This is an optimization exercise on Yosys and OpenROAD, whose aim is small area, a short achievable clock period and few clock cycles per item, not a production implementation.
At most, simulation tests tie the RTL to the original design; equivalence was not proved.
Power is estimated from default activity; no workload was simulated.

Design fft, start of the top module:
module fft
(
input clk,
input nrst,
input data_ok,
input [63:0] serialin,
output wire in_ready,
output wire [31:0] serialout_RE,
output wire [31:0] serialout_IM,
output reg [9:0] out_cnt,
output reg out_avail,
output wire ram00en,ram01en,ram02en,ram03en,ram10en,ram11en,ram12en,ram13en,
output wire ram00we,ram01we,ram02we,ram03we,ram10we,ram11we,ram12we,ram13we,
output wire [7:0]addr00,addr01,addr02,addr03,addr10,addr11,addr12,addr13,
output wire [63:0]ram00_wdata,ram01_wdata,ram02_wdata,ram03_wdata,ram10_wdata,ram11_wdata,ram12_wdata,ram13_wdata,
input [63:0]ram00_rdata,ram01_rdata,ram02_rdata,ram03_rdata,ram10_rdata,ram11_rdata,ram12_rdata,ram13_rdata
);
Size: ~19000 cells after synthesis, roughly 1800 flip-flops.
export LEC_CHECK = 0
export CAP_MARGIN = 35
export CORE_MARGIN = 2
export CORE_UTILIZATION = 40
export SLEW_MARGIN = 35
export SYNTH_MEMORY_MAX_BITS = 65536
create_clock -name core_clock -period 12.0 [get_ports {clk}]
standard.sh (not shown) runs the stock make flow with config.mk's settings and CLKGATE_MAP_FILE= SYNTH_SCRIPT=/design/flow/synth_recipe.tcl, a recipe that flattens the netlist after the stock synthesis.
==> flow/flow/run.sh <==
#!/bin/bash
set -euo pipefail
MARGIN=${FLOW_SETUP_MARGIN:-8.0}
bash standard.sh SETUP_SLACK_MARGIN=$MARGIN "BUFFER_PORTS_ARGS=-buffer_cell sky130_fd_sc_hd__buf_1" "CTS_ARGS=-sink_clustering_enable -repair_clock_nets -dont_use_dummy_load -sink_clustering_size 30 -sink_clustering_max_diameter 100" finish > make_finish.log 2>&1
Testbench counts at the start, summed over its fixed seeds: cycles 67,312, items 32.
Change:
==> flow/flow/run.sh (replaced) <==
#!/bin/bash
set -euo pipefail
MARGIN=${FLOW_SETUP_MARGIN:-8.0}
bash standard.sh SETUP_SLACK_MARGIN=$MARGIN "BUFFER_PORTS_ARGS=-buffer_cell sky130_fd_sc_hd__buf_1" finish > make_finish.log 2>&1
Effect:
- The changed run passed the timing, design-rule and antenna checks
- design area goes up by a few percent
- global-route usage goes up by 0.32 points
- area after synthesis stays the same
- first-iteration DRC count goes up by a few percent
- utilization goes up by 1.2 points
- via count goes up slightly
- setup slack gets worse by 45 ps
- sequential cell count does not change
- sequential share of layout area goes down by 0.54 points
- wire length goes up slightly
- combinational power stays flat
Change:
==> flow/flow/run.sh (replaced) <==
#!/bin/bash
set -euo pipefail
MARGIN=${FLOW_SETUP_MARGIN:-7.7}
bash standard.sh SETUP_SLACK_MARGIN=$MARGIN "BUFFER_PORTS_ARGS=-buffer_cell sky130_fd_sc_hd__buf_1" finish > make_finish.log 2>&1
Effect: The changed run finished clean. Power is lower by a few percent. Maximum frequency shrinks by a few percent. Global-route usage is lower by 0.64 points. Setup slack is worse by 200 ps. Clock skew drops by 34 ps. First-iteration DRC count goes down by roughly a tenth. Count of clock-buffer cells in the layout shrinks by 17. Combinational power went down by a few percent.

---

Another version of the RTL of fft (not shown whole).
For scale: about 19000 cells after synthesis, about 1800 flip-flops.
// fft
module fft
(
input clk,
input nrst,
input data_ok,
input [63:0] serialin,
output wire in_ready,
output wire [31:0] serialout_RE,
output wire [31:0] serialout_IM,
output reg [9:0] out_cnt,
output reg out_avail,
output wire ram00en,ram01en,ram02en,ram03en,ram10en,ram11en,ram12en,ram13en,
output wire ram00we,ram01we,ram02we,ram03we,ram10we,ram11we,ram12we,ram13we,
output wire [7:0]addr00,addr01,addr02,addr03,addr10,addr11,addr12,addr13,
output wire [63:0]ram00_wdata,ram01_wdata,ram02_wdata,ram03_wdata,ram10_wdata,ram11_wdata,ram12_wdata,ram13_wdata,
input [63:0]ram00_rdata,ram01_rdata,ram02_rdata,ram03_rdata,ram10_rdata,ram11_rdata,ram12_rdata,ram13_rdata
);
==> flow/config.mk <==
export PLATFORM = sky130hd
export DESIGN_NAME = fft
export DESIGN_NICKNAME = fft
export VERILOG_FILES = /design/flow/design.v
export SDC_FILE = /design/flow/constraint.sdc
export NUM_CORES = 8
export LEC_CHECK = 0
export CAP_MARGIN = 35
export CORE_MARGIN = 2
export CORE_UTILIZATION = 40
export SLEW_MARGIN = 35
export SYNTH_MEMORY_MAX_BITS = 65536
==> flow/constraint.sdc <==
create_clock -name core_clock -period 12.0 [get_ports {clk}]
set_input_delay 2.4000 -clock core_clock [delete_from_list [all_inputs] [get_ports {clk}]]
set_output_delay 2.4000 -clock core_clock [all_outputs]
set_load 0.01 [all_outputs]
==> flow/flow/run.sh <==
#!/bin/bash
set -euo pipefail
MARGIN=${FLOW_SETUP_MARGIN:-8.0}
bash standard.sh SETUP_SLACK_MARGIN=$MARGIN finish > make_finish.log 2>&1
Then changed:
==> flow/flow/run.sh (replaced) <==
#!/bin/bash
set -euo pipefail
MARGIN=${FLOW_SETUP_MARGIN:-8.0}
bash standard.sh SETUP_SLACK_MARGIN=$MARGIN "BUFFER_PORTS_ARGS=-buffer_cell sky130_fd_sc_hd__buf_1" finish > make_finish.log 2>&1
What happened: Clock skew drops by 0.0051 ns; setup slack improved by 0.0079 ns; sequential share of layout area climbs by 0.37 points; total power drops by 2.0%; synthesized cell count does not change; hold slack got worse by 0.0051 ns; via count climbs by 0.46%.
No run of this note included a check of the RTL's function; only the layout flow was run.

---

Setup of amber:
RTL: one of the versions met above, not the one the previous note started from.
Size in the first run: roughly 19000 cells after synthesis, ~1200 I/O pins.
==> flow/config.mk <==
export PLATFORM = sky130hd
export DESIGN_NAME = fft
export DESIGN_NICKNAME = fft
export VERILOG_FILES = /design/flow/design.v
export SDC_FILE = /design/flow/constraint.sdc
export NUM_CORES = 8
export LEC_CHECK = 0
export CAP_MARGIN = 35
export CORE_MARGIN = 2
export CORE_UTILIZATION = 55
export SLEW_MARGIN = 35
export SYNTH_MEMORY_MAX_BITS = 65536
==> flow/constraint.sdc <==
create_clock -name core_clock -period 12.0 [get_ports {clk}]
set_input_delay 2.4000 -clock core_clock [delete_from_list [all_inputs] [get_ports {clk}]]
set_output_delay 2.4000 -clock core_clock [all_outputs]
set_load 0.01 [all_outputs]
==> flow/flow/run.sh <==
#!/bin/bash
set -euo pipefail
MARGIN=${FLOW_SETUP_MARGIN:-8.0}
bash standard.sh SETUP_SLACK_MARGIN=$MARGIN "BUFFER_PORTS_ARGS=-buffer_cell sky130_fd_sc_hd__buf_1" finish > make_finish.log 2>&1
amber: flow completed, timing, DRC and antenna clean
Testbench counts of amber, summed over its fixed seeds: cycles 67,312, items 32.
## Diff of input files: lagoon against amber
# amber
export LEC_CHECK = 0
export CAP_MARGIN = 35
export CORE_MARGIN = 2
export CORE_UTILIZATION = 55
export SLEW_MARGIN = 35
export SYNTH_MEMORY_MAX_BITS = 65536
create_clock -name core_clock -period 12.0 [get_ports {clk}]
# lagoon
export LEC_CHECK = 0
export CAP_MARGIN = 35
export CORE_MARGIN = 2
export CORE_UTILIZATION = 40
export SLEW_MARGIN = 35
export SYNTH_MEMORY_MAX_BITS = 65536
create_clock -name core_clock -period 12.0 [get_ports {clk}]
==> flow/flow/run.sh <==
#!/bin/bash
set -euo pipefail
MARGIN=${FLOW_SETUP_MARGIN:-8.0}
bash standard.sh SETUP_SLACK_MARGIN=$MARGIN "BUFFER_PORTS_ARGS=-buffer_cell sky130_fd_sc_hd__buf_1" "CTS_ARGS=-sink_clustering_enable -repair_clock_nets -dont_use_dummy_load" finish > make_finish.log 2>&1
==> comparison <==
- lagoon finished every step from synthesis to the final layout, and the layout passed the timing, design-rule and antenna checks.
- The HPWL after detailed placement reported for lagoon is greater than that of amber by about 5.4%.
- Compared with amber, per-cell routed wire length in lagoon decreased slightly.
- lagoon reports a lower worst relative slew slack than amber does.
- Clock period minus final worst setup slack on lagoon is ahead of amber.
- On lagoon: post-layout total power is about 5% lower than what amber gave.
- Lower data required time of the critical path was reported by lagoon, not amber.
- Comparing met2 capacity usage during global routing for amber and lagoon, the smaller number came from lagoon.
- Critical path startpoint: X2[42]$_DFF_P_ -> lagoon, bf.v0r[15]$_DFF_P_ -> amber
--- input diff lagoon..quartz ---
==> flow/flow/run.sh <==
#!/bin/bash
set -euo pipefail
MARGIN=${FLOW_SETUP_MARGIN:-8.3}
bash standard.sh SETUP_SLACK_MARGIN=$MARGIN "BUFFER_PORTS_ARGS=-buffer_cell sky130_fd_sc_hd__buf_1" finish > make_finish.log 2>&1
### Flow results
Compared with lagoon, quartz shows a higher number of setup buffers added after CTS. In the tables for lagoon and quartz, overall power of the completed layout reads lower with lagoon. In the metrics for lagoon and quartz, the one carrying the higher global routing usage on met1 is quartz. quartz ended with more detailed-route via count than lagoon. From lagoon to quartz the numbers moved as follows: detailed-placement wirelength estimate rose by about 0.5%; routed wire length moved up; initial antenna violation count rose by 11.

## separate check: timing with driven ports
Ports are ideal in the flow. The routed layouts listed here were re-timed in OpenROAD. Step 1, drivers: a clkbuf_16 drives clk and a buf_2 each remaining input, both assumed. Step 2 also shifts input and output timing later by t, the mid clock arrival at the registers, as if the neighbouring blocks saw the same clock. Three values: ideal ports, drivers, drivers and shift; two values: the first two.
| run | t, ns | setup slack, ns | latest minus earliest clock arrival (ns) | worst register clock-pin slew, ns | pins driven straight from the clock port |
|---|---|---|---|---|---|
| the first run of note 1 | 1.044 | 7.923 / 7.840 / 7.203 | 0.155 / 0.155 | 0.12 / 0.12 | 1 |
| the second run of note 1 | 1.088 | 7.878 / 7.752 / 7.167 | 0.112 / 0.111 | 0.08 / 0.08 | 1 |
| the third run of note 1 | 1.099 | 7.680 / 7.567 / 7.092 | 0.070 / 0.069 | 0.07 / 0.07 | 1 |
| the first run of note 2 | 1.130 | 7.826 / 7.700 / 6.885 | 0.106 / 0.106 | 0.07 / 0.07 | 1 |
| the second run of note 2 | 1.126 | 7.834 / 7.710 / 7.143 | 0.106 / 0.106 | 0.08 / 0.08 | 1 |
| amber | 1.034 | 7.853 / 7.783 / 7.167 | 0.056 / 0.056 | 0.07 / 0.07 | 1 |
| lagoon | 1.061 | 7.974 / 7.856 / 7.192 | 0.115 / 0.114 | 0.06 / 0.06 | 1 |
| quartz | 1.093 | 7.900 / 7.778 / 7.414 | 0.140 / 0.141 | 0.08 / 0.08 | 1 |
After both steps every run listed still meets setup and hold. The setup slack of the first run of note 2, which loses most, moves by -0.126 ns with the drivers and by -0.941 ns with both steps.
